This design comes from an exercise in tuning for small area, a short achievable clock period and few clock cycles on the open sky130 flow, not from production work. Function was checked by simulation only, so behaviour that the tests miss may differ from the original.

==> design.v <==
module Controller 
(input [6:0] i_Opcode,
 input [2:0] i_Funct3,
 output reg [2:0] o_ctrl_Mem_Mode,
 output reg o_ctrl_MemRead,
 output reg o_ctrl_MemWrite,
 output reg o_ctrl_RegWrite,
 output reg o_ctrl_MemToReg,
 output reg [2:0] o_ctrl_ImmSel,
 output reg [7:0] o_ctrl_Br_Mask,
 output reg [1:0] o_ctrl_ALUop,
 output reg o_ctrl_LUI,
 output reg o_ctrl_AUIPC,
 output reg o_ctrl_Imme
 );
 always@(*) begin
	o_ctrl_Mem_Mode = i_Funct3;
	o_ctrl_MemRead = (i_Opcode == 7'b0000011)?1'b1:1'b0;
	o_ctrl_MemWrite = (i_Opcode == 7'b0100011)?1'b1:1'b0;
	o_ctrl_RegWrite = (i_Opcode == 7'b1100011 || i_Opcode == 7'b0100011)?1'b0:1'b1;
	o_ctrl_MemToReg = (i_Opcode == 7'b0000011)?1'b1:1'b0;
	o_ctrl_ImmSel = (i_Opcode == 7'b0000011 || i_Opcode == 7'b1100111 || i_Opcode == 7'b0010011)?3'b000:(i_Opcode == 7'b0100011)?3'b001:(i_Opcode == 7'b1100011)?3'b010:(i_Opcode == 7'b0010111 || i_Opcode == 7'b0110111)?3'b011:(i_Opcode == 7'b1101111)?3'b100:3'b000;
	o_ctrl_Br_Mask[7] = (i_Opcode == 7'b1101111)?1'b1:1'b0;
	o_ctrl_Br_Mask[6] = (i_Opcode == 7'b1100111)?1'b1:1'b0;
	o_ctrl_Br_Mask[5] = (i_Opcode == 7'b1100011 && i_Funct3 == 3'b111)?1'b1:1'b0;
	o_ctrl_Br_Mask[4] = (i_Opcode == 7'b1100011 && i_Funct3 == 3'b110)?1'b1:1'b0;
	o_ctrl_Br_Mask[3] = (i_Opcode == 7'b1100011 && i_Funct3 == 3'b101)?1'b1:1'b0;
	o_ctrl_Br_Mask[2] = (i_Opcode == 7'b1100011 && i_Funct3 == 3'b001)?1'b1:1'b0;
	o_ctrl_Br_Mask[1] = (i_Opcode == 7'b1100011 && i_Funct3 == 3'b100)?1'b1:1'b0;
	o_ctrl_Br_Mask[0] = (i_Opcode == 7'b1100011 && i_Funct3 == 3'b000)?1'b1:1'b0;
	o_ctrl_ALUop = (i_Opcode == 7'b0000011 || i_Opcode == 7'b0100011 || i_Opcode == 7'b1100011 || i_Opcode == 7'b0010111 || i_Opcode == 7'b1100111)?2'b00:(i_Opcode == 7'b0110011)?2'b01:(i_Opcode == 7'b0010011)?2'b10:2'b00;
	o_ctrl_LUI = (i_Opcode == 7'b0110111)?1'b1:1'b0;
	o_ctrl_AUIPC = (i_Opcode == 7'b0010111)?1'b1:1'b0;
	o_ctrl_Imme = (i_Opcode == 7'b0110011)?1'b0:1'b1;
 end
endmodule 
module ALU_Control
(input [1:0] i_ctrl_ALUop,
 input [2:0] i_Funct3,
 input [6:0] i_Funct7,
 output reg [3:0] o_ctrl_ALU_Sel,
 output reg o_ctrl_Unsigned,
 output reg o_ctrl_HSU,
 output reg o_ctrl_Start_Mul,
 output reg o_ctrl_Start_Div
 );	
 wire w_ADD, w_SUB, w_XOR, w_OR, w_AND, w_SLL, w_SRL, w_SRA, w_SLT, w_SLTU, w_MUL, w_MULH, w_MULHSU, w_MULHU, w_DIV, w_DIVU, w_REM, w_REMU;
 assign w_ADD = ((i_ctrl_ALUop == 2'b01 && i_Funct7 == 7'b0000000 && i_Funct3 == 3'b000) || (i_ctrl_ALUop == 2'b10 && i_Funct3 == 3'b000));
 assign w_SUB = (i_ctrl_ALUop == 2'b01 && i_Funct7 == 7'b0100000 && i_Funct3 == 3'b000);
 assign w_XOR = ((i_ctrl_ALUop == 2'b01 && i_Funct7 == 7'b0000000 && i_Funct3 == 3'b100) || (i_ctrl_ALUop == 2'b10 && i_Funct3 == 3'b100));
 assign w_OR = ((i_ctrl_ALUop == 2'b01 && i_Funct7 == 7'b0000000 && i_Funct3 == 3'b110) || (i_ctrl_ALUop == 2'b10 && i_Funct3 == 3'b110));
 assign w_AND = ((i_ctrl_ALUop == 2'b01 && i_Funct7 == 7'b0000000 && i_Funct3 == 3'b111) || (i_ctrl_ALUop == 2'b10 && i_Funct3 == 3'b111));
 assign w_SLL = ((i_ctrl_ALUop == 2'b01 && i_Funct7 == 7'b0000000 && i_Funct3 == 3'b001) || (i_ctrl_ALUop == 2'b10 && i_Funct7 == 7'b0000000 && i_Funct3 == 3'b001));
 assign w_SRL = ((i_ctrl_ALUop == 2'b01 && i_Funct7 == 7'b0000000 && i_Funct3 == 3'b101) || (i_ctrl_ALUop == 2'b10 && i_Funct7 == 7'b0000000 && i_Funct3 == 3'b101));
 assign w_SRA = ((i_ctrl_ALUop == 2'b01 && i_Funct7 == 7'b0100000 && i_Funct3 == 3'b101) || (i_ctrl_ALUop == 2'b10 && i_Funct7 == 7'b0100000 && i_Funct3 == 3'b101));
 assign w_SLT = ((i_ctrl_ALUop == 2'b01 && i_Funct7 == 7'b0000000 && i_Funct3 == 3'b010) || (i_ctrl_ALUop == 2'b10 && i_Funct3 == 3'b010));
 assign w_SLTU = ((i_ctrl_ALUop == 2'b01 && i_Funct7 == 7'b0000000 && i_Funct3 == 3'b011) || (i_ctrl_ALUop == 2'b10 && i_Funct3 == 3'b011));
 assign w_MUL = (i_ctrl_ALUop == 2'b01 && i_Funct7 == 7'b0000001 && i_Funct3 == 3'b000);
 assign w_MULH = (i_ctrl_ALUop == 2'b01 && i_Funct7 == 7'b0000001 && i_Funct3 == 3'b001);
 assign w_MULHSU = (i_ctrl_ALUop == 2'b01 && i_Funct7 == 7'b0000001 && i_Funct3 == 3'b010);
 assign w_MULHU = (i_ctrl_ALUop == 2'b01 && i_Funct7 == 7'b0000001 && i_Funct3 == 3'b011);
 assign w_DIV = (i_ctrl_ALUop == 2'b01 && i_Funct7 == 7'b0000001 && i_Funct3 == 3'b100);
 assign w_DIVU = (i_ctrl_ALUop == 2'b01 && i_Funct7 == 7'b0000001 && i_Funct3 == 3'b101);
 assign w_REM = (i_ctrl_ALUop == 2'b01 && i_Funct7 == 7'b0000001 && i_Funct3 == 3'b110);
 assign w_REMU = (i_ctrl_ALUop == 2'b01 && i_Funct7 == 7'b0000001 && i_Funct3 == 3'b111);
 always@(*) begin
	if(i_ctrl_ALUop == 2'b00 || w_ADD) begin
		o_ctrl_ALU_Sel = 4'b0000;
	end else if (w_SUB) begin
		o_ctrl_ALU_Sel = 4'b0001;		
	end else if (w_XOR) begin
		o_ctrl_ALU_Sel = 4'b0010;
	end else if (w_OR) begin
		o_ctrl_ALU_Sel = 4'b0011;
	end else if (w_AND) begin 
		o_ctrl_ALU_Sel = 4'b0100;
	end else if (w_SLL) begin
		o_ctrl_ALU_Sel = 4'b0101;
	end else if (w_SRL) begin
		o_ctrl_ALU_Sel = 4'b0110;
	end else if (w_SRA) begin
		o_ctrl_ALU_Sel = 4'b0111;
	end else if (w_SLT) begin
		o_ctrl_ALU_Sel = 4'b1000;
	end else if (w_SLTU) begin
		o_ctrl_ALU_Sel = 4'b1001;
	end else if (w_MUL) begin 
		o_ctrl_ALU_Sel = 4'b1010;
	end else if(w_MULH) begin
		o_ctrl_ALU_Sel = 4'b1011;
	end else if(w_MULHSU) begin
		o_ctrl_ALU_Sel = 4'b1011;
	end else if(w_MULHU) begin
		o_ctrl_ALU_Sel = 4'b1011;
	end else if(w_DIV) begin
		o_ctrl_ALU_Sel = 4'b1100;
	end else if(w_DIVU) begin
		o_ctrl_ALU_Sel = 4'b1100;
	end else if(w_REM) begin
		o_ctrl_ALU_Sel = 4'b1101;
	end else if(w_REMU) begin
		o_ctrl_ALU_Sel = 4'b1101;
	end else begin
		o_ctrl_ALU_Sel = 4'b0000;
	end
	o_ctrl_Unsigned = w_MULHU | w_DIVU | w_REMU;
	o_ctrl_HSU = w_MULHSU | w_MULHU;
	o_ctrl_Start_Mul = w_MUL | w_MULH | w_MULHSU | w_MULHU;
	o_ctrl_Start_Div = w_DIV | w_DIVU | w_REM | w_REMU;
 end
endmodule
module ImmGen 
#(parameter WIDTH = 32)
(input wire [2:0] i_ctrl_ImmSel,
 input wire i_Funct7,
 input wire [31:7] i_Imme,
 output reg [31:0] o_Imme
 );
always @(*) begin
	case(i_ctrl_ImmSel)
	  3'b000: o_Imme = (i_Funct7)?{{22{i_Imme[31]}}, i_Imme[29:20]}:{{21{i_Imme[31]}}, i_Imme[30:20]};
	  3'b001: o_Imme = {{21{i_Imme[31]}}, i_Imme[30:25], i_Imme[11:8], i_Imme[7]};
	  3'b010: o_Imme = {{20{i_Imme[31]}}, i_Imme[7], i_Imme[30:25], i_Imme[11:8], 1'b0};
	  3'b011: o_Imme = {i_Imme[31:12], 12'h0};
	  3'b100: o_Imme = {{12{i_Imme[31]}}, i_Imme[19:12], i_Imme[20], i_Imme[30:21], 1'b0};
	  default: o_Imme = 32'h0;
	 endcase
end
endmodule
module RegisterFile
#(parameter DATA_WIDTH = 32,
  parameter MEMORY_DEPTH = 32)
(input wire clk, n_rst,
 input wire [4:0] i_rs1,
 input wire [4:0] i_rs2,
 input wire [4:0] i_rd,
 input wire [DATA_WIDTH-1:0] i_WriteData,
 input wire i_ctrl_RegWrite,
 output reg [DATA_WIDTH-1:0] o_Read1,
 output reg [DATA_WIDTH-1:0] o_Read2
 );
reg [DATA_WIDTH-1:0] r_x [1:MEMORY_DEPTH-1];
genvar g;
generate
	for (g = 1; g < MEMORY_DEPTH; g = g + 1) begin : regs
		always@(posedge clk) begin
			if (n_rst && i_ctrl_RegWrite && i_rd == g) r_x[g] <= i_WriteData;
		end
	end
endgenerate
integer k;
always@(*) begin
	o_Read1 = {DATA_WIDTH{1'b0}};
	o_Read2 = {DATA_WIDTH{1'b0}};
	for (k = 1; k < MEMORY_DEPTH; k = k + 1) begin
		o_Read1 = o_Read1 | ({DATA_WIDTH{i_rs1 == k}} & r_x[k]);
		o_Read2 = o_Read2 | ({DATA_WIDTH{i_rs2 == k}} & r_x[k]);
	end
end
endmodule
module Decompression_Unit (input [15:0] i_low_inst,
									input [15:0] i_high_inst,
                           output reg [31:0] o_inst,
									output reg        o_ctrl_is_C_inst);
always @(*) begin
	if (i_low_inst[1:0] == 2'b00) begin 
		o_ctrl_is_C_inst = 1'b1;
		case (i_low_inst[15:13]) 
			3'b000: begin 
				if (i_low_inst[12:5] == 0) o_inst = 0;  
				else begin  
					o_inst[6:0] = 7'b0010011;  
					o_inst[11:7] = {2'b01,i_low_inst[4:2]};  
					o_inst[14:12] = 3'b000;  
					o_inst[19:15] = 5'b00010;  
					o_inst[31:20] = {2'b00, i_low_inst[10:7], i_low_inst[12:11], i_low_inst[5], i_low_inst[6], 2'b00};  
				end
			end
			3'b010: begin  
				o_inst[6:0] = 7'b0000011;  
				o_inst[11:7] = {2'b01,i_low_inst[4:2]};  
				o_inst[14:12] = 3'b010;  
				o_inst[19:15] = {2'b01,i_low_inst[9:7]};  
				o_inst[31:20] = {5'h0,i_low_inst[5], i_low_inst[12:10], i_low_inst[6], 2'b00};  
			end
			3'b110: begin  
				o_inst[6:0] = 7'b0100011;  
				o_inst[11:7] = {i_low_inst[11:10], i_low_inst[6], 2'b00};  
				o_inst[14:12] = 3'b010;  
				o_inst[19:15] = {2'b01,i_low_inst[9:7]};  
				o_inst[24:20] = {2'b01,i_low_inst[4:2]};  
				o_inst[31:25] = {5'h0,i_low_inst[5], i_low_inst[12]};  
			end
			default o_inst = 32'h0;
		endcase			
	end 
	else if (i_low_inst[1:0] == 2'b01) begin 
		o_ctrl_is_C_inst = 1'b1;
		case (i_low_inst[15:13]) 
			3'b000: begin  
				o_inst[6:0] = 7'b0010011;  
				o_inst[11:7] = i_low_inst[11:7];  
				o_inst[14:12] = 3'b000;  
				o_inst[19:15] = i_low_inst[11:7];  
				o_inst[31:20] = {{7{i_low_inst[12]}}, i_low_inst[6:2]};  
			end
			3'b001: begin  
				o_inst[6:0] = 7'b1101111;  
				o_inst[11:7] = 5'b00001;  
				o_inst[31:12] = {i_low_inst[12], i_low_inst[8], i_low_inst[10:9], i_low_inst[6], i_low_inst[7], i_low_inst[2], i_low_inst[11], i_low_inst[5:3], {9{i_low_inst[12]}}};
			end
			3'b010: begin  
				o_inst[6:0] = 7'b0010011;  
				o_inst[11:7] = i_low_inst[11:7];  
				o_inst[14:12] = 3'b000;  
				o_inst[19:15] = 5'h0;  
				o_inst[31:20] = {{7{i_low_inst[12]}}, i_low_inst[6:2]};  
			end
			3'b011: begin  
				if (i_low_inst[11:7] == 5'h2) begin  
					o_inst[6:0] = 7'b0010011;  
					o_inst[11:7] = i_low_inst[11:7];  
					o_inst[14:12] = 3'b000;  
					o_inst[19:15] = i_low_inst[11:7];  
					o_inst[31:20] = {{3{i_low_inst[12]}}, i_low_inst[4:3], i_low_inst[5], i_low_inst[2], i_low_inst[6], 4'h0};  
				end else begin  
					o_inst[6:0] = 7'b0110111;  
					o_inst[11:7] = i_low_inst[11:7];  
					o_inst[31:12] = {{15{i_low_inst[12]}}, i_low_inst[6:2]};  
				end
			end
			3'b100: begin  
				if (i_low_inst[11:10] == 2'b00) begin  
					o_inst[6:0] = 7'b0010011;  
					o_inst[11:7] = {2'b01,i_low_inst[9:7]};  
					o_inst[14:12] = 3'b101;  
					o_inst[19:15] = {2'b01,i_low_inst[9:7]};  
					o_inst[24:20] = i_low_inst[6:2];  
					o_inst[31:25] = 7'h0;  
				end else if (i_low_inst[11:10] == 2'b01) begin  
					o_inst[6:0] = 7'b0010011;  
					o_inst[11:7] = {2'b01,i_low_inst[9:7]};  
					o_inst[14:12] = 3'b101;  
					o_inst[19:15] = {2'b01,i_low_inst[9:7]};  
					o_inst[24:20] = {i_low_inst[6:2]};  
					o_inst[31:25] = 7'b0100000;  
				end else if (i_low_inst[11:10] == 2'b10) begin  
					o_inst[6:0] = 7'b0010011;  
					o_inst[11:7] = {2'b01,i_low_inst[9:7]};  
					o_inst[14:12] = 3'b111;  
					o_inst[19:15] = {2'b01,i_low_inst[9:7]};  
					o_inst[31:20] = {{7{i_low_inst[12]}}, i_low_inst[6:2]};  
				end else begin
					if (i_low_inst[12] == 1'b0) begin  
						if (i_low_inst[6:5] == 2'b00) begin  
							o_inst[6:0] = 7'b0110011;  
							o_inst[11:7] = {2'b01,i_low_inst[9:7]};  
							o_inst[14:12] = 3'b000;  
							o_inst[19:15] = {2'b01,i_low_inst[9:7]};  
							o_inst[24:20] = {2'b01,i_low_inst[4:2]};  
							o_inst[31:25] = 7'b0100000;  
						end else if (i_low_inst[6:5] == 2'b01) begin  
							o_inst[6:0] = 7'b0110011;  
							o_inst[11:7] = {2'b01,i_low_inst[9:7]};  
							o_inst[14:12] = 3'b100;  
							o_inst[19:15] = {2'b01,i_low_inst[9:7]};  
							o_inst[24:20] = {2'b01,i_low_inst[4:2]};  
							o_inst[31:25] = 7'b0000000;  
						end else if (i_low_inst[6:5] == 2'b10) begin  
							o_inst[6:0] = 7'b0110011;  
							o_inst[11:7] = {2'b01,i_low_inst[9:7]};  
							o_inst[14:12] = 3'b110;  
							o_inst[19:15] = {2'b01,i_low_inst[9:7]};  
							o_inst[24:20] = {2'b01,i_low_inst[4:2]};  
							o_inst[31:25] = 7'b0000000;  
						end else begin  
							o_inst[6:0] = 7'b0110011;  
							o_inst[11:7] = {2'b01,i_low_inst[9:7]};  
							o_inst[14:12] = 3'b111;  
							o_inst[19:15] = {2'b01,i_low_inst[9:7]};  
							o_inst[24:20] = {2'b01,i_low_inst[4:2]};  
							o_inst[31:25] = 7'b0000000;  
						end
					end else o_inst = 32'h0;
				end	
			end
			3'b101: begin  
				o_inst[6:0] = 7'b1101111;  
				o_inst[11:7] = 5'b00000;  
				o_inst[31:12] = {i_low_inst[12], i_low_inst[8], i_low_inst[10:9], i_low_inst[6], i_low_inst[7], i_low_inst[2], i_low_inst[11], i_low_inst[5:3], {9{i_low_inst[12]}}};
			end
			3'b110: begin  
				o_inst[6:0] = 7'b1100011;  
				o_inst[11:7] = {i_low_inst[11:10], i_low_inst[4:3], i_low_inst[12]};  
				o_inst[14:12] = 3'b000;  
				o_inst[19:15] = {2'b01,i_low_inst[9:7]};  
				o_inst[24:20] = 5'h0;  
				o_inst[31:25] = {{4{i_low_inst[12]}}, i_low_inst[6:5], i_low_inst[2]};  
			end
			3'b111: begin  
				o_inst[6:0] = 7'b1100011;  
				o_inst[11:7] = {i_low_inst[11:10], i_low_inst[4:3], i_low_inst[12]};  
				o_inst[14:12] = 3'b001;  
				o_inst[19:15] = {2'b01,i_low_inst[9:7]};  
				o_inst[24:20] = 5'h0;  
				o_inst[31:25] = {{4{i_low_inst[12]}}, i_low_inst[6:5], i_low_inst[2]};  
			end
			default o_inst = 32'h0;
		endcase
	end
	else if (i_low_inst[1:0] == 2'b10) begin  
		o_ctrl_is_C_inst = 1'b1;
		case (i_low_inst[15:13]) 
			3'b000: begin  
				o_inst[6:0] = 7'b0010011;  
				o_inst[11:7] = i_low_inst[11:7];  
				o_inst[14:12] = 3'b001;  
				o_inst[19:15] = i_low_inst[11:7];  
				o_inst[24:20] = {i_low_inst[6:2]};  
				o_inst[31:25] = 7'b0000000;  
			end
			3'b010: begin  
				o_inst[6:0] = 7'b0000011;  
				o_inst[11:7] = i_low_inst[11:7];  
				o_inst[14:12] = 3'b010;  
				o_inst[19:15] = 5'd2;  
				o_inst[31:20] = {4'b0, i_low_inst[3:2], i_low_inst[12], i_low_inst[6:4], 2'b00};  
			end
			3'b100: begin 
				if (i_low_inst[12] == 1'b0 && i_low_inst[6:2] == 5'd0) begin 
					o_inst[6:0] = 7'b1100111;  
					o_inst[11:7] = 5'd0;  
					o_inst[14:12] = 3'b000;  
					o_inst[19:15] = i_low_inst[11:7];  
					o_inst[31:20] = 12'h0;  
				end
				else if (i_low_inst[12] == 1'b0 && i_low_inst[6:2] != 5'd0) begin 
					o_inst[6:0] = 7'b0110011;  
					o_inst[11:7] = i_low_inst[11:7];  
					o_inst[14:12] = 3'b000;  
					o_inst[19:15] = 5'd0;  
					o_inst[24:20] = i_low_inst[6:2];  
					o_inst[31:25] = 7'b0000000;  
				end
				else if (i_low_inst[12] == 1'b1 && i_low_inst[6:2] == 5'd0) begin 
					o_inst[6:0] = 7'b1100111;  
					o_inst[11:7] = 5'd1;  
					o_inst[14:12] = 3'b000;  
					o_inst[19:15] = i_low_inst[11:7];  
					o_inst[31:20] = 12'h0;  
				end
				else begin  
					o_inst[6:0] = 7'b0110011;  
					o_inst[11:7] = i_low_inst[11:7];  
					o_inst[14:12] = 3'b000;  
					o_inst[19:15] = i_low_inst[11:7];  
					o_inst[24:20] = i_low_inst[6:2];  
					o_inst[31:25] = 7'b0000000;  
				end
			end
			3'b110: begin  
				o_inst[6:0] = 7'b0100011;  
				o_inst[11:7] = {i_low_inst[11:9], 2'b00};  
				o_inst[14:12] = 3'b010;  
				o_inst[19:15] = 5'd2;  
				o_inst[24:20] = i_low_inst[6:2];  
				o_inst[31:25] = {4'h0,i_low_inst[8:7], i_low_inst[12]};  
			end
			default o_inst = 32'h0;
		endcase
	end
	else begin
		o_ctrl_is_C_inst = 1'b0;
		o_inst = {i_high_inst,i_low_inst};
	end
end									
endmodule
module MulDiv
(input clk,
 input n_rst,
 input i_start_mul,
 input i_start_div,
 input [2:0] i_funct3,
 input [31:0] i_A,
 input [31:0] i_B,
 output [31:0] o_result,
 output o_busy
 );
 localparam S_IDLE = 3'd0, S_MUL = 3'd1, S_DCLZ = 3'd2, S_DSHIFT = 3'd3, S_DITER = 3'd4, S_FIN = 3'd5;
 reg [2:0] r_state;
 reg [4:0] r_cnt;
 reg [32:0] r_S;      
 reg [32:0] r_C;      
 reg r_cin;           
 reg [31:0] r_lo;     
 reg [31:0] r_D;      
 reg [31:0] r_X;      
 assign o_busy = (i_start_mul | i_start_div) & (r_state != S_FIN);
 wire [40:0] w_X = {9'd0, r_X};
 wire [40:0] pp0 = r_D[0] ? w_X       : 41'd0;
 wire [40:0] pp1 = r_D[1] ? w_X << 1  : 41'd0;
 wire [40:0] pp2 = r_D[2] ? w_X << 2  : 41'd0;
 wire [40:0] pp3 = r_D[3] ? w_X << 3  : 41'd0;
 wire [40:0] pp4 = r_D[4] ? w_X << 4  : 41'd0;
 wire [40:0] pp5 = r_D[5] ? w_X << 5  : 41'd0;
 wire [40:0] pp6 = r_D[6] ? w_X << 6  : 41'd0;
 wire [40:0] pp7 = r_D[7] ? w_X << 7  : 41'd0;
 wire [40:0] a0 = {8'd0, r_S};
 wire [40:0] a1 = {8'd0, r_C};
 wire [40:0] s1 = pp0 ^ pp1 ^ pp2;
 wire [40:0] c1 = ((pp0 & pp1) | (pp0 & pp2) | (pp1 & pp2)) << 1;
 wire [40:0] s2 = pp3 ^ pp4 ^ pp5;
 wire [40:0] c2 = ((pp3 & pp4) | (pp3 & pp5) | (pp4 & pp5)) << 1;
 wire [40:0] s3 = pp6 ^ pp7 ^ a0;
 wire [40:0] c3 = ((pp6 & pp7) | (pp6 & a0) | (pp7 & a0)) << 1;
 wire [40:0] s4 = s1 ^ c1 ^ s2;
 wire [40:0] c4 = ((s1 & c1) | (s1 & s2) | (c1 & s2)) << 1;
 wire [40:0] s5 = c2 ^ s3 ^ c3;
 wire [40:0] c5 = ((c2 & s3) | (c2 & c3) | (s3 & c3)) << 1;
 wire [40:0] s6 = s4 ^ c4 ^ s5;
 wire [40:0] c6 = ((s4 & c4) | (s4 & s5) | (c4 & s5)) << 1;
 wire [40:0] s7 = c5 ^ a1 ^ s6;
 wire [40:0] c7 = ((c5 & a1) | (c5 & s6) | (a1 & s6)) << 1;
 wire [40:0] s8 = s7 ^ c7 ^ c6;
 wire [40:0] c8 = ((s7 & c7) | (s7 & c6) | (c7 & c6)) << 1;
 wire [8:0] w_lowsum = {1'b0, s8[7:0]} + {1'b0, c8[7:0]} + {8'd0, r_cin};
 wire w_mul_neg = (i_funct3[1:0] != 2'b11) & r_X[31];
 wire [31:0] w_nb = w_mul_neg ? ~i_B : 32'd0;
 wire [31:0] w_ht = r_S[31:0] ^ r_C[31:0] ^ w_nb;
 wire [31:0] w_hc = {((r_S[30:0] & r_C[30:0]) | (r_S[30:0] & w_nb[30:0]) | (r_C[30:0] & w_nb[30:0])), r_cin};
 wire w_div_signed = ~i_funct3[0];
 wire [31:0] w_absA = (w_div_signed & i_A[31]) ? -i_A : i_A;
 wire [31:0] w_absB = (w_div_signed & i_B[31]) ? -i_B : i_B;
 wire [5:0] w_zr, w_zd;
 LZC32 lzr (.i_x(r_S[31:0]), .o_z(w_zr));
 LZC32 lzd (.i_x(r_D), .o_z(w_zd));
 wire [5:0] w_shift = w_zd - w_zr;
 wire [32:0] w_diff = {1'b0, r_S[31:0]} - {1'b0, r_D};
 always @(posedge clk or negedge n_rst) begin
	if (!n_rst) begin
		r_state <= S_IDLE;
		r_cnt <= 5'd0;
	end else begin
		case (r_state)
			S_IDLE: begin
				r_cnt <= 5'd0;
				if (i_start_mul) r_state <= S_MUL;
				else if (i_start_div) r_state <= S_DCLZ;
			end
			S_MUL: begin
				r_cnt <= r_cnt + 5'd1;
				if (r_cnt[1:0] == 2'd3) r_state <= S_FIN;
			end
			S_DCLZ: begin
				r_cnt <= w_shift[4:0];
				if (w_zd[5] || w_zd < w_zr) r_state <= S_FIN;
				else r_state <= S_DSHIFT;
			end
			S_DSHIFT: r_state <= S_DITER;
			S_DITER: begin
				r_cnt <= r_cnt - 5'd1;
				if (r_cnt == 5'd0) r_state <= S_FIN;
			end
			default: r_state <= S_IDLE;
		endcase
	end
 end
 always @(posedge clk) begin
	case (r_state)
		S_IDLE: begin
			r_C <= 33'd0;
			r_cin <= 1'b0;
			if (i_start_mul) begin
				r_X <= i_A;
				r_D <= i_B;
				r_S <= 33'd0;
			end else begin
				r_S <= {1'b0, w_absA};
				r_D <= w_absB;
			end
		end
		S_MUL: begin
			r_S <= s8[40:8];
			r_C <= c8[40:8];
			r_cin <= w_lowsum[8];
			r_lo <= {w_lowsum[7:0], r_lo[31:8]};
			r_D <= r_D >> 8;
		end
		S_DCLZ: begin
			r_lo <= w_zd[5] ? 32'hFFFFFFFF : 32'd0;
		end
		S_DSHIFT: begin
			r_D <= r_D << r_cnt;
		end
		S_DITER: begin
			if (!w_diff[32]) r_S[31:0] <= w_diff[31:0];
			r_lo <= {r_lo[30:0], ~w_diff[32]};
			r_D <= r_D >> 1;
		end
		default: ;
	endcase
 end
 wire [31:0] w_dval = i_funct3[1] ? r_S[31:0] : r_lo;
 wire w_dneg = w_div_signed & (i_funct3[1] ? i_A[31] : (i_A[31] ^ i_B[31]));
 wire [31:0] w_fa = i_funct3[2] ? (w_dval ^ {32{w_dneg}}) : w_ht;
 wire [31:0] w_fb = i_funct3[2] ? 32'd0 : w_hc;
 wire [32:0] w_fsum1 = {w_fa, 1'b1} + {w_fb, i_funct3[2] ? w_dneg : w_mul_neg};
 wire [31:0] w_fsum = w_fsum1[32:1];
 assign o_result = (i_funct3 == 3'b000) ? r_lo : w_fsum;
endmodule
module LZC32
(input [31:0] i_x,
 output [5:0] o_z
 );
 wire [15:0] v1;
 wire [15:0] z1;
 genvar g;
 generate
	for (g = 0; g < 16; g = g + 1) begin : l1
		assign v1[g] = i_x[2*g+1] | i_x[2*g];
		assign z1[g] = ~i_x[2*g+1];
	end
 endgenerate
 wire [7:0] v2;
 wire [15:0] z2;
 generate
	for (g = 0; g < 8; g = g + 1) begin : l2
		assign v2[g] = v1[2*g+1] | v1[2*g];
		assign z2[2*g+1:2*g] = v1[2*g+1] ? {1'b0, z1[2*g+1]} : {1'b1, z1[2*g]};
	end
 endgenerate
 wire [3:0] v3;
 wire [11:0] z3;
 generate
	for (g = 0; g < 4; g = g + 1) begin : l3
		assign v3[g] = v2[2*g+1] | v2[2*g];
		assign z3[3*g+2:3*g] = v2[2*g+1] ? {1'b0, z2[4*g+3:4*g+2]} : {1'b1, z2[4*g+1:4*g]};
	end
 endgenerate
 wire [1:0] v4;
 wire [7:0] z4;
 generate
	for (g = 0; g < 2; g = g + 1) begin : l4
		assign v4[g] = v3[2*g+1] | v3[2*g];
		assign z4[4*g+3:4*g] = v3[2*g+1] ? {1'b0, z3[6*g+5:6*g+3]} : {1'b1, z3[6*g+2:6*g]};
	end
 endgenerate
 wire [4:0] z5 = v4[1] ? {1'b0, z4[7:4]} : {1'b1, z4[3:0]};
 assign o_z = (v4[1] | v4[0]) ? {1'b0, z5} : 6'd32;
endmodule
module ALU
#(parameter DATA_WIDTH = 32)
(input [3:0] i_ctrl_ALU_Sel,
 input i_ctrl_Sub,
 input [DATA_WIDTH-1:0] i_A,
 input [DATA_WIDTH-1:0] i_B,
 input [DATA_WIDTH-1:0] i_MD_Result,
 output reg [DATA_WIDTH-1:0] o_ALU_Result,
 output [DATA_WIDTH-1:0] o_Sum,
 output o_EQ,
 output o_LT,
 output o_LTU
 );
 wire [DATA_WIDTH+1:0] w_sum = {1'b0, i_A, 1'b1} + {1'b0, i_B ^ {DATA_WIDTH{i_ctrl_Sub}}, i_ctrl_Sub};
 assign o_Sum = w_sum[DATA_WIDTH:1];
 assign o_LTU = ~w_sum[DATA_WIDTH+1];
 assign o_LT = (i_A[DATA_WIDTH-1] ^ i_B[DATA_WIDTH-1]) ? i_A[DATA_WIDTH-1] : w_sum[DATA_WIDTH];
 assign o_EQ = (i_A == i_B);
 wire w_left = (i_ctrl_ALU_Sel == 4'b0101);
 wire w_fill = (i_ctrl_ALU_Sel == 4'b0111) & i_A[DATA_WIDTH-1];
 reg [DATA_WIDTH-1:0] w_shin, w_shres;
 wire [DATA_WIDTH-1:0] w_shout;
 integer k;
 always @(*) begin
	for (k = 0; k < DATA_WIDTH; k = k + 1) w_shin[k] = w_left ? i_A[DATA_WIDTH-1-k] : i_A[k];
 end
 wire [2*DATA_WIDTH-1:0] w_shext = {{DATA_WIDTH{w_fill}}, w_shin} >> i_B[4:0];
 assign w_shout = (|i_B[DATA_WIDTH-1:5]) ? {DATA_WIDTH{w_fill}} : w_shext[DATA_WIDTH-1:0];
 always @(*) begin
	for (k = 0; k < DATA_WIDTH; k = k + 1) w_shres[k] = w_left ? w_shout[DATA_WIDTH-1-k] : w_shout[k];
 end
 always @(*) begin
	case (i_ctrl_ALU_Sel)
		4'b0000, 4'b0001: o_ALU_Result = o_Sum;
		4'b0010: o_ALU_Result = i_A ^ i_B;
		4'b0011: o_ALU_Result = i_A | i_B;
		4'b0100: o_ALU_Result = i_A & i_B;
		4'b0101, 4'b0110, 4'b0111: o_ALU_Result = w_shres;
		4'b1000: o_ALU_Result = {{(DATA_WIDTH-1){1'b0}}, o_LT};
		4'b1001: o_ALU_Result = {{(DATA_WIDTH-1){1'b0}}, o_LTU};
		4'b1010, 4'b1011, 4'b1100, 4'b1101: o_ALU_Result = i_MD_Result;
		default: o_ALU_Result = {DATA_WIDTH{1'b0}};
	endcase
 end
endmodule
module DataMem
#(parameter DATA_WIDTH = 32)
(input i_ctrl_MemRead,
 input [2:0] i_ctrl_Mem_Mode,
 input [1:0] i_Offset,
 input [DATA_WIDTH-1:0] i_dmem_rdata,
 output reg [DATA_WIDTH-1:0] o_MemOut
 );
wire [1:0] offset = i_Offset;
wire [1:0] w_ctrl_Mode = i_ctrl_Mem_Mode[1:0];
wire w_ctrl_UnsignLoad = i_ctrl_Mem_Mode[2];
wire [DATA_WIDTH-1:0] word = i_dmem_rdata;
always@(*) begin
	if(i_ctrl_MemRead) begin
		case(w_ctrl_Mode)
			2'b00:
				begin
					case(offset)
						2'b00: o_MemOut = (w_ctrl_UnsignLoad)?{24'b0, word[7:0]}:{{24{word[7]}}, word[7:0]};
						2'b01: o_MemOut = (w_ctrl_UnsignLoad)?{24'b0, word[15:8]}:{{24{word[15]}}, word[15:8]};
						2'b10: o_MemOut = (w_ctrl_UnsignLoad)?{24'b0, word[23:16]}:{{24{word[23]}}, word[23:16]};
						2'b11: o_MemOut = (w_ctrl_UnsignLoad)?{24'b0, word[31:24]}:{{24{word[31]}}, word[31:24]};
					endcase
				end
			2'b01:
				begin
					case(offset[1])
						1'b0: o_MemOut = (w_ctrl_UnsignLoad)?{16'b0, word[15:0]}:{{16{word[15]}}, word[15:0]};
						1'b1: o_MemOut = (w_ctrl_UnsignLoad)?{16'b0, word[31:16]}:{{16{word[31]}}, word[31:16]};
					endcase
				end
			2'b10: o_MemOut = word;
			default: o_MemOut = 32'b0;
		endcase
	end else begin
		o_MemOut = 32'b0;
	end
end
endmodule
module StoreFormat
#(parameter DATA_WIDTH = 32)
(input i_ctrl_MemWrite,
 input [2:0] i_ctrl_Mem_Mode,
 input [1:0] i_Offset,
 input [DATA_WIDTH-1:0] i_WriteData,
 output reg [DATA_WIDTH-1:0] o_wdata,
 output reg [3:0] o_wstrb
 );
always@(*) begin
	case(i_ctrl_Mem_Mode[1:0])
		2'b00: o_wdata = {4{i_WriteData[7:0]}};
		2'b01: o_wdata = {2{i_WriteData[15:0]}};
		default: o_wdata = i_WriteData;
	endcase
	o_wstrb = 4'b0000;
	if(i_ctrl_MemWrite) begin
		case(i_ctrl_Mem_Mode[1:0])
			2'b00:
				case(i_Offset)
					2'b00: o_wstrb = 4'b0001;
					2'b01: o_wstrb = 4'b0010;
					2'b10: o_wstrb = 4'b0100;
					2'b11: o_wstrb = 4'b1000;
				endcase
			2'b01: o_wstrb = i_Offset[1] ? 4'b1100 : 4'b0011;
			2'b10: o_wstrb = 4'b1111;
			default: o_wstrb = 4'b0000;
		endcase
	end
end
endmodule
module RV32ICM
#(parameter DATA_WIDTH = 32)
(input clk,
 input n_rst,
 output [DATA_WIDTH-1:0] o_imem_addr,
 input  [DATA_WIDTH-1:0] i_imem_rdata,
 output [DATA_WIDTH-1:0] o_dmem_addr,
 output [DATA_WIDTH-1:0] o_dmem_wdata,
 output [3:0] o_dmem_wstrb,
 input  [DATA_WIDTH-1:0] i_dmem_rdata
 );
 wire w_busy;
 wire w_ex_redirect;
 wire [31:0] w_ex_target;
 wire w_id_stall;
 wire [31:0] w_id_pcimm, w_id_pcnext;
 reg [31:0] r_PC;
 wire [31:0] w_IF_inst;
 wire w_IF_isC;
 Decompression_Unit Decomp (.i_low_inst(i_imem_rdata[15:0]),
                            .i_high_inst(i_imem_rdata[31:16]),
                            .o_inst(w_IF_inst),
                            .o_ctrl_is_C_inst(w_IF_isC));
 assign o_imem_addr = r_PC;
 wire [29:0] w_PC_inc = r_PC[31:2] + 30'd1;
 wire w_PC_carry = w_IF_isC ? r_PC[1] : 1'b1;
 wire [31:0] w_PC_seq = {w_PC_carry ? w_PC_inc : r_PC[31:2], r_PC[1] ^ w_IF_isC, r_PC[0]};
 wire [31:0] w_raw = i_imem_rdata;
 wire w_q1 = (w_raw[1:0] == 2'b01);
 wire w_jal32 = (w_raw[6:0] == 7'b1101111);
 wire w_br32 = (w_raw[6:0] == 7'b1100011) & (w_raw[14:13] != 2'b01) & w_raw[31];
 wire w_cj = w_q1 & (w_raw[14:13] == 2'b01);
 wire w_cbr = w_q1 & (w_raw[15:14] == 2'b11) & w_raw[12];
 wire w_IF_pred = w_jal32 | w_br32 | w_cj | w_cbr;
 reg [31:0] w_pimm;
 always @(*) begin
	case ({w_q1, w_raw[2]})
		2'b00, 2'b01: w_pimm = w_raw[2] ? {{12{w_raw[31]}}, w_raw[19:12], w_raw[20], w_raw[30:21], 1'b0}
		                                : {{20{w_raw[31]}}, w_raw[7], w_raw[30:25], w_raw[11:8], 1'b0};
		default: w_pimm = w_raw[14] ? {{24{w_raw[12]}}, w_raw[6:5], w_raw[2], w_raw[11:10], w_raw[4:3], 1'b0}
		                            : {{21{w_raw[12]}}, w_raw[8], w_raw[10:9], w_raw[6], w_raw[7], w_raw[2], w_raw[11], w_raw[5:3], 1'b0};
	endcase
 end
 wire [31:0] w_PC_pred = r_PC + w_pimm;
 always @(posedge clk or negedge n_rst) begin
	if (!n_rst) r_PC <= 32'd0;
	else if (!w_busy) begin
		if (w_ex_redirect) r_PC <= w_ex_target;
		else if (w_id_stall) r_PC <= r_PC;
		else if (w_IF_pred) r_PC <= w_PC_pred;
		else r_PC <= w_PC_seq;
	end
 end
 reg r_IFID_valid;
 reg [31:0] r_IFID_inst, r_IFID_PC;
 reg r_IFID_isC, r_IFID_pred;
 always @(posedge clk or negedge n_rst) begin
	if (!n_rst) r_IFID_valid <= 1'b0;
	else if (!w_busy) begin
		if (w_ex_redirect) r_IFID_valid <= 1'b0;
		else if (!w_id_stall) r_IFID_valid <= 1'b1;
	end
 end
 always @(posedge clk) begin
	if (!w_busy && !w_id_stall) begin
		r_IFID_inst <= w_IF_inst;
		r_IFID_PC <= r_PC;
		r_IFID_isC <= w_IF_isC;
		r_IFID_pred <= w_IF_pred;
	end
 end
 wire [31:0] I = r_IFID_inst;
 wire [6:0] w_op = I[6:0];
 wire [2:0] w_f3 = I[14:12];
 wire [6:0] w_f7 = I[31:25];
 wire [4:0] w_rs1 = I[19:15];
 wire [4:0] w_rs2 = I[24:20];
 wire [4:0] w_rd = I[11:7];
 wire [2:0] w_Mem_Mode, w_ImmSel;
 wire w_MemRead, w_MemWrite, w_RegWrite, w_MemToReg, w_LUI, w_AUIPC, w_Imme;
 wire [7:0] w_Br_Mask;
 wire [1:0] w_ALUop;
 Controller Ctrler (.i_Opcode(w_op), .i_Funct3(w_f3),
                    .o_ctrl_Mem_Mode(w_Mem_Mode), .o_ctrl_MemRead(w_MemRead),
                    .o_ctrl_MemWrite(w_MemWrite), .o_ctrl_RegWrite(w_RegWrite),
                    .o_ctrl_MemToReg(w_MemToReg), .o_ctrl_ImmSel(w_ImmSel),
                    .o_ctrl_Br_Mask(w_Br_Mask), .o_ctrl_ALUop(w_ALUop),
                    .o_ctrl_LUI(w_LUI), .o_ctrl_AUIPC(w_AUIPC), .o_ctrl_Imme(w_Imme));
 wire [31:0] w_imm;
 ImmGen immgen1 (.i_Imme(I[31:7]), .i_ctrl_ImmSel(w_ImmSel), .i_Funct7(I[30]), .o_Imme(w_imm));
 wire [3:0] w_ALU_Sel;
 wire w_Unsigned, w_HSU, w_Start_Mul, w_Start_Div;
 ALU_Control ALUctrl1 (.i_ctrl_ALUop(w_ALUop), .i_Funct3(w_f3), .i_Funct7(w_f7),
                       .o_ctrl_ALU_Sel(w_ALU_Sel), .o_ctrl_Unsigned(w_Unsigned), .o_ctrl_HSU(w_HSU),
                       .o_ctrl_Start_Mul(w_Start_Mul), .o_ctrl_Start_Div(w_Start_Div));
 wire w_is_branch = |w_Br_Mask[5:0];
 wire w_is_jal = w_Br_Mask[7];
 wire w_is_jalr = w_Br_Mask[6];
 wire w_is_op = (w_op == 7'b0110011);
 wire w_use_rs1 = ~(w_LUI | w_AUIPC | w_is_jal);
 wire w_use_rs2 = w_is_op | w_MemWrite | (w_op == 7'b1100011);
 wire w_we = w_RegWrite & (w_rd != 5'd0);
 wire w_sub = (w_ALU_Sel == 4'b0001) | (w_ALU_Sel == 4'b1000) | (w_ALU_Sel == 4'b1001) | w_is_branch;
 wire w_use_alt = w_LUI | w_AUIPC | w_is_jal | w_is_jalr;
 assign w_id_pcimm = r_IFID_PC + w_imm;
 assign w_id_pcnext = r_IFID_PC + (r_IFID_isC ? 32'd2 : 32'd4);
 wire [31:0] w_alt = (w_LUI | w_MemWrite) ? w_imm : ((w_AUIPC | (w_is_branch & ~r_IFID_pred)) ? w_id_pcimm : w_id_pcnext);
 wire w_MEM_we;
 wire [4:0] w_MEM_rd;
 wire [31:0] w_MEM_data;
 wire [31:0] w_rf1, w_rf2;
 RegisterFile RegFile1 (.clk(clk), .n_rst(n_rst), .i_rs1(w_rs1), .i_rs2(w_rs2),
                        .i_rd(w_MEM_rd), .i_WriteData(w_MEM_data), .i_ctrl_RegWrite(w_MEM_we),
                        .o_Read1(w_rf1), .o_Read2(w_rf2));
 wire [31:0] w_r1 = (w_MEM_we && w_MEM_rd == w_rs1) ? w_MEM_data : w_rf1;
 wire [31:0] w_r2 = (w_MEM_we && w_MEM_rd == w_rs2) ? w_MEM_data : w_rf2;
 wire w_use_imm = ~(w_is_op | (w_op == 7'b1100011) | w_MemWrite);
 reg r_IDEX_valid;
 reg r_IDEX_we, r_IDEX_MemRead, r_IDEX_MemWrite, r_IDEX_Start_Mul, r_IDEX_Start_Div;
 reg r_IDEX_is_branch, r_IDEX_is_jalr, r_IDEX_pred, r_IDEX_use_alt, r_IDEX_sub;
 reg [2:0] r_IDEX_f3;
 reg [3:0] r_IDEX_ALU_Sel;
 reg [4:0] r_IDEX_rd;
 reg r_IDEX_fa_mem, r_IDEX_fb_mem;
 reg [31:0] r_IDEX_r1, r_IDEX_r2, r_IDEX_alt;   
 reg r_EXMEM_we, r_EXMEM_MemRead;
 reg [3:0] r_EXMEM_wstrb;
 reg [2:0] r_EXMEM_f3;
 reg [4:0] r_EXMEM_rd;
 reg [31:0] r_EXMEM_result, r_EXMEM_sdata;
 wire w_IDEX_we_v = r_IDEX_valid & r_IDEX_we;
 assign w_id_stall = r_IFID_valid & r_IDEX_valid & r_IDEX_MemRead & r_IDEX_we &
                     ((w_use_rs1 & (r_IDEX_rd == w_rs1)) | (w_use_rs2 & (r_IDEX_rd == w_rs2)));
 always @(posedge clk or negedge n_rst) begin
	if (!n_rst) r_IDEX_valid <= 1'b0;
	else if (!w_busy) r_IDEX_valid <= r_IFID_valid & ~w_ex_redirect & ~w_id_stall;
 end
 always @(posedge clk) begin
	if (!w_busy) begin
		r_IDEX_we <= w_we;
		r_IDEX_MemRead <= w_MemRead;
		r_IDEX_MemWrite <= w_MemWrite;
		r_IDEX_Start_Mul <= w_Start_Mul;
		r_IDEX_Start_Div <= w_Start_Div;
		r_IDEX_is_branch <= w_is_branch;
		r_IDEX_is_jalr <= w_is_jalr;
		r_IDEX_pred <= r_IFID_pred;
		r_IDEX_use_alt <= w_use_alt;
		r_IDEX_sub <= w_sub;
		r_IDEX_f3 <= w_f3;
		r_IDEX_ALU_Sel <= w_ALU_Sel;
		r_IDEX_rd <= w_rd;
		r_IDEX_fa_mem <= w_IDEX_we_v & (r_IDEX_rd == w_rs1);
		r_IDEX_fb_mem <= w_IDEX_we_v & (r_IDEX_rd == w_rs2) & ~w_use_imm;
		r_IDEX_r1 <= w_r1;
		r_IDEX_r2 <= w_use_imm ? w_imm : w_r2;
		r_IDEX_alt <= w_alt;
	end
 end
 wire [31:0] w_A = r_IDEX_fa_mem ? r_EXMEM_result : r_IDEX_r1;
 wire [31:0] w_B = r_IDEX_fb_mem ? r_EXMEM_result : r_IDEX_r2;
 wire [31:0] w_opB = r_IDEX_MemWrite ? r_IDEX_alt : w_B;
 wire [31:0] w_MD_Result;
 wire w_MD_Busy;
 MulDiv md1 (.clk(clk), .n_rst(n_rst),
             .i_start_mul(r_IDEX_valid & r_IDEX_Start_Mul),
             .i_start_div(r_IDEX_valid & r_IDEX_Start_Div),
             .i_funct3(r_IDEX_f3), .i_A(w_A), .i_B(w_B),
             .o_result(w_MD_Result), .o_busy(w_MD_Busy));
 assign w_busy = w_MD_Busy;
 wire [31:0] w_ALU_Result, w_Sum;
 wire w_EQ, w_LT, w_LTU;
 ALU alu1 (.i_ctrl_ALU_Sel(r_IDEX_ALU_Sel), .i_ctrl_Sub(r_IDEX_sub), .i_A(w_A), .i_B(w_opB),
           .i_MD_Result(w_MD_Result), .o_ALU_Result(w_ALU_Result), .o_Sum(w_Sum),
           .o_EQ(w_EQ), .o_LT(w_LT), .o_LTU(w_LTU));
 reg w_cond;
 always @(*) begin
	case (r_IDEX_f3)
		3'b000: w_cond = w_EQ;
		3'b001: w_cond = ~w_EQ;
		3'b100: w_cond = w_LT;
		3'b101: w_cond = ~w_LT;
		3'b110: w_cond = w_LTU;
		default: w_cond = ~w_LTU;
	endcase
 end
 assign w_ex_redirect = r_IDEX_valid & (r_IDEX_is_jalr | (r_IDEX_is_branch & (w_cond ^ r_IDEX_pred)));
 assign w_ex_target = r_IDEX_is_jalr ? w_Sum : r_IDEX_alt;
 wire [31:0] w_EX_result = r_IDEX_use_alt ? r_IDEX_alt : w_ALU_Result;
 wire [31:0] w_EX_wdata;
 wire [3:0] w_EX_wstrb;
 StoreFormat SF (.i_ctrl_MemWrite(r_IDEX_valid & r_IDEX_MemWrite), .i_ctrl_Mem_Mode(r_IDEX_f3),
                 .i_Offset(w_Sum[1:0]), .i_WriteData(w_B), .o_wdata(w_EX_wdata), .o_wstrb(w_EX_wstrb));
 always @(posedge clk or negedge n_rst) begin
	if (!n_rst) begin
		r_EXMEM_we <= 1'b0;
		r_EXMEM_MemRead <= 1'b0;
		r_EXMEM_wstrb <= 4'b0000;
	end else if (!w_busy) begin
		r_EXMEM_we <= w_IDEX_we_v;
		r_EXMEM_MemRead <= r_IDEX_valid & r_IDEX_MemRead;
		r_EXMEM_wstrb <= w_EX_wstrb;
	end
 end
 always @(posedge clk) begin
	if (!w_busy) begin
		r_EXMEM_f3 <= r_IDEX_f3;
		r_EXMEM_rd <= r_IDEX_rd;
		r_EXMEM_result <= w_EX_result;
		r_EXMEM_sdata <= w_EX_wdata;
	end
 end
 wire [31:0] w_MemOut;
 DataMem DMEM (.i_ctrl_MemRead(r_EXMEM_MemRead), .i_ctrl_Mem_Mode(r_EXMEM_f3),
               .i_Offset(r_EXMEM_result[1:0]), .i_dmem_rdata(i_dmem_rdata), .o_MemOut(w_MemOut));
 assign o_dmem_addr = r_EXMEM_result;
 assign o_dmem_wdata = r_EXMEM_sdata;
 assign o_dmem_wstrb = r_EXMEM_wstrb;
 assign w_MEM_we = r_EXMEM_we;
 assign w_MEM_rd = r_EXMEM_rd;
 assign w_MEM_data = r_EXMEM_MemRead ? w_MemOut : r_EXMEM_result;
endmodule
==> flow/run.sh <==
#!/bin/bash
# The standard layout (the standard.sh: ORFS synthesis to finish), with
# timing repair asked to leave 7 ns of setup margin at the design's clock
# period, so that the repair sizes and buffers the critical paths further.
# The clock period, constraints and synthesis are unchanged.
export SETUP_SLACK_MARGIN=7
bash standard.sh > standard.log 2>&1
==> standard.sh <==
#!/bin/bash
# synth_recipe.tcl (not shown) runs the flow's synth.tcl, then flattens the netlist and writes it again
# the make line also repeats each setting of config.mk as NAME=value (left out here)
make -C /OpenROAD-flow-scripts/flow DESIGN_CONFIG=/design/flow/config.mk WORK_HOME=/design/flow/orfs CLKGATE_MAP_FILE= SYNTH_SCRIPT=/design/flow/synth_recipe.tcl "${@:-finish}"
==> config.mk <==
export PLATFORM = sky130hd
export DESIGN_NAME = RV32ICM
export DESIGN_NICKNAME = RV32ICM
export VERILOG_FILES = /design/flow/design.v
export SDC_FILE = /design/flow/constraint.sdc
export NUM_CORES = 4
export LEC_CHECK = 0
export CAP_MARGIN = 20
export CORE_MARGIN = 2
export CORE_UTILIZATION = 50
export CTS_CLUSTER_DIAMETER = 70
export CTS_CLUSTER_SIZE = 30
export PLACE_DENSITY = 0.65
export SLEW_MARGIN = 20
==> constraint.sdc <==
create_clock -name core_clock -period 12.0 [get_ports {clk}]
set_input_delay 2.4000 -clock core_clock [delete_from_list [all_inputs] [get_ports {clk}]]
set_output_delay 2.4000 -clock core_clock [all_outputs]
set_load 0.01 [all_outputs]
==> metrics.yaml, run 1 <==
status:
  status: "timing/DRC/antenna clean"
cts:
  clock-root-buffer: "clkbuf_16"
  clk_latency_ns: 0.87
  cts_tree: "yes"
  cts_buffer_depth: 3
  cts_made_buffers: 101
  cts.clk_slew.worst_paths_ns: 0.10
  clock_sinks: 1460
  cts_max_level: 3
  hold_buffers: 0
worst_setup_path:
  crit_top_cell: "a21oi_1"
  end_kind: "register"
  path_cells: "nand2b_1 -> nor2_4 -> buf_4 -> a22o_1 -> a221oi_1 -> nand3_1 -> nor3_1 -> a21oi_1 -> nor2_1 -> a21oi_1"
  crit_slowest_cell: "nor3_1"
  crit_path_start_kind: "register"
  required_ns: 12.58
  worstPathArrival_ns: 5.77
  path_class: "reg -> reg"
  crit_fanout: 17
  cpPeakStageDelay_ns: 1.08
sta:
  setup_viol: 0
  slew_headroom: 0.0918
  layout_min_cycle_time_ns: 5.19
  fin_skew_ns: 0.109
  slew_viol_final: 0
  fmax_mhz: 193
  worst_pin_slew_ns: 1.36
  timing.final.ws_setup_ns: 6.81
  min_period_over_period: 0.432
  rsz0062_at_grt: "yes"
  hold_viol: 0
  setup_tns_ns: 0
global_route:
  grt_pass1_wl_um: 638000
  antenna_found_initial: 17
  grt_overflow_total: 0
  grt_pass1_vias: 78700
  grt.total_usage: 0.493
  grt_max_degree: 70
cells_and_area:
  fin_util: 0.585
  area_growth_pct: 16.6
  drive_above_1_share: 0.159
  final_nets: 9294
  stdcell_count: 11200
yosys:
  ys_types: 96
  ys.flop_type: "edfxtp_1"
  yosysWarnings: 11
  syn_inst: 8358
  synth_seq_cells: 1460
  yosysSeqAreaShare: 0.476
  syn_area_um2: 91700
  async_reset_ff_frac: 0.0329
  synth_edf_count: 1412
  synth_fp_nets: 8980
  syn_avg_cell_area_um2: 11.0
placed_design:
  dp.cells: 10700
  place_congestion: 1.10
  dp_hpwl_um: 312000
  port_buffers: 165
  place_ws_ns: 5.09
detailed_routing:
  wire_per_inst_um: 42.7
  drt-initial-drc-count: 17400
  wl_um: 476000
  firstDrtPassIters: 15
  remaining_drc_errors: 0
  viasPerCell: 7.71
  ant_nets: 0
  num_vias: 86100
floorplanning:
  start_util: 0.502
  die_area_um2: 187000
  dieHeight_um: 432
  ioPinCount: 166
  core-area_um2: 183000
  rows: 157
  die_w_um: 432
run:
  drv_cap: 0
hold_path:
  hp-class: "reg -> reg"
-- path summary, 6_finish.rpt --
check,from,end,slack [ns],cells past startpoint
max,r_IFID_inst[21]$_DFFE_PP_,r_IDEX_r2[24]$_DFFE_PN_,6.81,10
min,r_PC[9]$_DFFE_PN0P_,r_IFID_PC[9]$_DFFE_PP_,0.47,0
max reg2reg,r_IFID_inst[21]$_DFFE_PP_,r_IDEX_r2[24]$_DFFE_PN_,6.81,10
min reg2reg,r_PC[9]$_DFFE_PN0P_,r_IFID_PC[9]$_DFFE_PP_,0.47,0
max in group asynchronous,n_rst,r_PC[28]$_DFFE_PN0P_,9.38,2
min in group asynchronous,n_rst,md1.r_cnt[0]$_DFFE_PN0P_,1.55,1
-- final cells by class --
type / count / area [um2]
Timing Repair inverter: 1 / 7.51
Tap cell: 2385 / 2980
Inverter: 456 / 1760
Multi-Input combinational cell: 5900 / 47400
Sequential cell: 1460 / 43600
Timing Repair Buffer: 752 / 7120
Clock inverter: 90 / 1410
Fill cell: 15100 / 75800
Antenna cell: 20 / 50.0
Clock buffer: 102 / 2530
-- cells by family after synthesis --
logic type,Yosys count,share of synthesized area
buf+inv,1003,0.0417
simple gates,2109,0.111
mux,368,0.0448
fa+ha+maj,556,0.0988
other cells,1,0.0000409
flops,1460,0.476
compound gates,2571,0.201
xor+xnor,290,0.0277
-- synth_stat cells (57+ instances only) --
cell      instances  area (um2)
edfxtp_1       1412       42400
nor2_1          603        2260
nand2_1         522        1960
a22oi_1         477        3580
clkbuf_1        465        1750
a21oi_1         454        2270
inv_1           450        1690
o21ai_0         381        1910
a221oi_1        292        2560
fa_1            280        5610
ha_1            276        3450
mux2i_1         263        2630
a22o_1          253        2220
and2_1          190        1190
xnor2_1         190        1660
nand4_1         170        1060
nand3_1         159         796
nor3_1          145         726
a21o_1          108         811
xor2_1          100         876
a222oi_1         83         831
mux2_2           79         890
nor2b_1          68         425
and3_1           66         413
o22ai_1          60         375
a221o_1          57         571
-- worst max-delay path, delay by kind of cell (launching register included) --
family / cells / cell delay [ns]
buffers and inverters: 1 / 0.47
flip-flops: 1 / 0.56
AND/OR/NAND/NOR: 5 / 2.86
AO/OA/AOI/OAI: 4 / 0.99
-- through the flow --
stage / instance area (um2) / hold slack, ns
finish: 107000 / 0.473
global route: 107000 / 0.484
CTS: 104000 / 0.478
detailed placement: 97800 / 0.462
global placement: 97800 / 0.454
floorplan: 92300 / 0.424
-- per-layer routing --
layer,vias up,track usage,routed length (um)
met1,41700,0.613,159000
met2,9004,0.663,185000
met5,-,0.0148,408
li1,32900,-,-
met3,2524,0.224,82000
met4,16,0.374,50200
-- sequential cells by signal, summed over array words and instances (netlist names), 32 cells and up --
name	flops
r_EXMEM_result	32
md1.r_D	32
RegFile1.r_x	992
r_IFID_inst	32
md1.r_S	32
md1.r_C	33
r_IDEX_r2	32
md1.r_lo	32
r_IDEX_alt	32
r_IDEX_r1	32
r_IFID_PC	32
r_EXMEM_sdata	32
md1.r_X	32
r_PC	32
-- placed cells by master (no fill, tap or decap), types with 43 or more instances in the layout --
cell type        synthesis  routed
a22oi_1                477     475
o221ai_1                51      48
nor3_1                 145     131
clkdlybuf4s50_1          0     145
mux2i_1                263     229
nand4_1                170     170
mux2_2                  79      56
a21oi_2                  0      44
a222oi_1                83      83
edfxtp_1              1412    1412
a221o_1                 57      56
inv_1                  450     437
and2_1                 190     185
ha_1                   276     241
and3_1                  66      64
fa_1                   280     278
nor2_1                 603     484
buf_4                    1     499
a22o_1                 253     253
nand3_1                159     146
a21oi_1                454     403
xor2_1                 100      99
nand2_1                522     509
dfrtp_1                 48      44
a221oi_1               292     283
clkbuf_16                0     110
nand2b_1                43      43
xnor2_1                190     182
a21o_1                 108     108
nor2b_1                 68      60
nor2_4                   0     110
o211ai_1                48      48
o21ai_0                381     327
-- timing repair --
action	4_1_cts	5_1_grt
setup buffers	95	155
resized for setup	288	264
gates cloned	21	13
pin swaps	52	150
setup endpoints to repair	139	112
Testbench counts, summed over its fixed seeds: cycles 34,891.
==> inputs of run 2 (changes only) <==
--- a/config.mk
+++ b/config.mk
@@ -10,4 +10,2 @@
 export CORE_UTILIZATION = 50
-export CTS_CLUSTER_DIAMETER = 70
-export CTS_CLUSTER_SIZE = 30
 export PLACE_DENSITY = 0.65
==> run 2 against run 1 <==
Net effect:
- still clean
- global-route usage grew 0.25 points
- via count up 0.18%
- die area stayed put
- critical path depth grew 9
- sequential share of layout area is 0.21 points lower
- highest routed layer unchanged
==> metrics.yaml, run 2 <==
placed_design:
  place_congestion: 1.10  # unchanged
  dp_hpwl_um: 312000  # unchanged
  port_buffers: 165  # unchanged
  dp.cells: 10700  # unchanged
  place_ws_ns: 5.09  # unchanged
worst_setup_path:
  crit_top_cell: "buf_6"
  cpPeakStageDelay_ns: 0.45  # -0.63 ns
  worstPathArrival_ns: 5.87  # +0.10 ns
  crit_fanout: 8  # -9
  end_kind: "register"
  path_cells: "buf_6 -> buf_12 -> buf_6 -> mux2_4 -> mux2i_4 -> xnor2_2 -> ha_4 -> a2111o_1 -> o21bai_4 -> a211oi_2 -> nand3_2 -> or3_4 -> and4_4 -> or3_4 -> o311ai_4 -> buf_6 -> buf_6 -> nor2_4 -> a221o_1"
  crit_path_start_kind: "register"
  path_class: "reg -> reg"
  required_ns: 12.71  # +0.13 ns
  crit_slowest_cell: "o311ai_4"
yosys:
  synth.top_cells.by_count: "edfxtp_1 (1412), nor2_1 (603), nand2_1 (522), a22oi_1 (477), clkbuf_1 (465)"
  yosysSeqAreaShare: 0.476  # unchanged
  syn_area_um2: 91700  # unchanged
  ys.flop_type: "edfxtp_1"
  syn_avg_cell_area_um2: 11.0  # unchanged
  ys_types: 96  # unchanged
  synth_mux_area_frac: 0.0448  # unchanged
  synth_seq_cells: 1460  # unchanged
  synth_edf_count: 1412  # unchanged
  async_reset_ff_frac: 0.0329  # unchanged
  yosysWarnings: 11  # unchanged
  netlist_top_cells_area: "edfxtp_1 (46%), fa_1 (6.1%), a22oi_1 (3.9%), ha_1 (3.8%), mux2i_1 (2.9%)"
  synth_top_family_by_area: "compound AO/OA/AOI/OAI gates"
  synth_top_area_frac: 0.463  # unchanged
  synth_top_cell_by_area: "edfxtp_1"
  syn_inst: 8358  # unchanged
  synth_fa_ha_area_frac: 0.0988  # unchanged
  synth_fp_nets: 8980  # unchanged
  synthSimpleGateAreaFrac: 0.111  # unchanged
  synth-xor-area-share: 0.0277  # unchanged
  synthMostInstantiatedCell: "edfxtp_1"
  synth_compound_area_frac: 0.201  # unchanged
cts:
  cts_buffer_depth: 3  # unchanged
  clock_sinks: 1460  # unchanged
  clock-root-buffer: "clkbuf_16"
  clk_latency_ns: 0.88  # about the same
  cts_tree: "yes"
  cts.clk_slew.worst_paths_ns: 0.06  # -0.04 ns
  cts_made_buffers: 158  # +56%
  cts_max_level: 4  # +1
  hold_buffers: 0  # unchanged
cells_and_area:
  final_nets: 9311  # +0.18%
  fin_util: 0.588  # +0.00298
  largest-register: "RegFile1.r_x"
  layout_commonest_cell: "edfxtp_1"
  stdcell_count: 11200  # +0.53%
  largest_reg_flops: 992  # unchanged
  largestRegisters: "RegFile1.r_x x992, md1.r_C x33"
  layout_common_cells: "edfxtp_1 (1412), nand2_1 (511), nor2_1 (494)"
  area_growth_pct: 17.1
  drive_above_1_share: 0.153  # -0.00613
  fillers: 15100  # +0.020%
sta:
  setup_tns_ns: 0  # unchanged
  slew_viol_final: 0  # unchanged
  fin_skew_ns: 0.104  # -0.00450 ns
  layout_min_cycle_time_ns: 5.16  # -0.0234 ns
  timing.final.ws_setup_ns: 6.84  # +0.0234 ns
  worst_pin_slew_ns: 1.32  # -0.0366 ns
  min_period_over_period: 0.430  # -0.00195
  slew_headroom: 0.116  # +0.0244
  hold_viol: 0  # unchanged
  fmax_mhz: 194  # +0.45%
  whs_ns: 0.471  # -0.00214 ns
  rsz0062_at_grt: "yes"
  setup_viol: 0  # unchanged
detailed_routing:
  ant_nets: 0  # unchanged
  wire_per_inst_um: 42.6  # -0.22%
  remaining_drc_errors: 0  # unchanged
  viasPerCell: 7.69  # -0.35%
  num_vias: 86300  # +0.18%
  firstDrtPassIters: 13  # -2
  drt-initial-drc-count: 17900  # +3.0%
  wl_um: 478000  # +0.31%
global_route:
  grt_pass1_vias: 79500  # +1.0%
  antenna_found_initial: 28  # +11
  grt_max_degree: 70  # unchanged
  grt_overflow_total: 0  # unchanged
  grt_pass1_wl_um: 641000  # +0.55%
  grt.total_usage: 0.496  # +0.00247
floorplanning:
  core-area_um2: 183000  # unchanged
  die_w_um: 432  # unchanged
  ioPinCount: 166  # unchanged
  rows: 157  # unchanged
  dieHeight_um: 432  # unchanged
  die_area_um2: 187000  # unchanged
  start_util: 0.502  # unchanged
run:
  drv_cap: 0  # unchanged
status:
  status: "timing/DRC/antenna clean"
hold_path:
  hp-class: "reg -> reg"
-- run 2: cell counts after synthesis --
Identical to the previous run, type by type.
-- run 2: kinds of logic (layout without fill, tap and decap cells) --
group,after synthesis,count (layout)
compound gates,2571,2571
xor+xnor,290,290
fa+ha+maj,556,556
buf+inv,1003,1456
flops,1460,1460
mux,368,368
other cells,1,23
simple gates,2109,2116
-- run 2: through the flow --
stage / instance area [um2]
2_1_floorplan: 92300
3_3_place_gp: 97800
3_5_place_dp: 97800
4_1_cts: 105000
5_1_grt: 107000
6_report: 107000
-- run 2: worst paths after layout --
check | from | to | slack, ns | depth (start not counted)
min in group asynchronous | n_rst | md1.r_cnt[3]$_DFFE_PN0P_ | 1.56 | 1
setup / recovery | r_IDEX_fb_mem$_DFFE_PN_ | r_PC[2]$_DFFE_PN0P_ | 6.84 | 19
max in group asynchronous | n_rst | r_PC[16]$_DFFE_PN0P_ | 9.38 | 2
hold reg to reg | r_PC[9]$_DFFE_PN0P_ | r_IFID_PC[9]$_DFFE_PP_ | 0.47 | 0
hold / removal | r_PC[9]$_DFFE_PN0P_ | r_IFID_PC[9]$_DFFE_PP_ | 0.47 | 0
setup reg to reg | r_IDEX_fb_mem$_DFFE_PN_ | r_PC[2]$_DFFE_PN0P_ | 6.84 | 19
-- run 2: timing repair --
item | 4_1_cts | 5_1_grt
gates resized for setup | 259 | 208
pin swaps | 38 | 105
setup buffers | 83 | 129
endpoints found under the setup margin | 133 | 109
gates cloned | 17 | 15
-- run 2: layout make-up --
type                    instances  area (um2)  share of cell area
flip-flops and latches       1460       43600               0.406
clock buffers                 192        4170              0.0388
clock inverters                97        1060             0.00987
inverters                     456        1760              0.0164
diodes                         22        55.1            0.000513
repair buffers                710        6680              0.0622
multi-input cells            5902       47100               0.438
repair inverters                1        7.51           0.0000699
well taps                    2385        2980              0.0278
-- run 2: worst max-delay path, delay by kind of cell, from the launching register on --
| kind | cells | cell delay (ns) |
|---|---|---|
| AO/OA/AOI/OAI | 5 | 1.63 |
| XOR/XNOR | 1 | 0.18 |
| adder cells (fa/ha/maj) | 1 | 0.24 |
| buffers and inverters | 5 | 0.74 |
| flip-flops | 1 | 0.38 |
| multiplexers | 2 | 0.59 |
| AND/OR/NAND/NOR | 5 | 1.32 |
-- run 2: metal layers --
metal | GRT usage | vias up | routed length, um
met5 | 0.0172 | - | 543
met4 | 0.371 | 31 | 51400
met3 | 0.232 | 2612 | 82900
met2 | 0.665 | 9088 | 184000
met1 | 0.614 | 41600 | 159000
li1 | - | 32900 | -

re-timing with driven ports:
How much do the figures lean on ideal ports? The routed layouts below were timed once more, with nothing changed but the port constraints. Step 1 (the two cells are an assumption about what drives the block):
set clk [get_ports {clk}]
set_driving_cell -lib_cell sky130_fd_sc_hd__clkbuf_16 $clk
set_driving_cell -lib_cell sky130_fd_sc_hd__buf_2 [delete_from_list [all_inputs] $clk]
Step 2, shift: input delay + t, output delay - t, t = (earliest + latest rising clock arrival at the registers) / 2. This alone moves slack from input paths to output paths. Three values: ideal, step 1, step 2; two values: the first two.
| run | t (ns) | setup slack, ns | clock arrival spread, ns | worst register clock-pin slew, ns | worst slew at a driven data input, ns |
|---|---|---|---|---|---|
| run 1 | 0.911 | 6.812 / 6.812 / 6.193 | 0.112 / 0.112 | 0.12 / 0.12 | 0.12 |
| run 2 | 0.923 | 6.835 / 6.835 / 6.084 | 0.105 / 0.106 | 0.08 / 0.08 | 0.13 |
After both steps setup and hold are still met in every run listed. For run 2, which loses most, drivers alone change the setup slack by 0.000 ns; drivers and shift together by -0.751 ns.
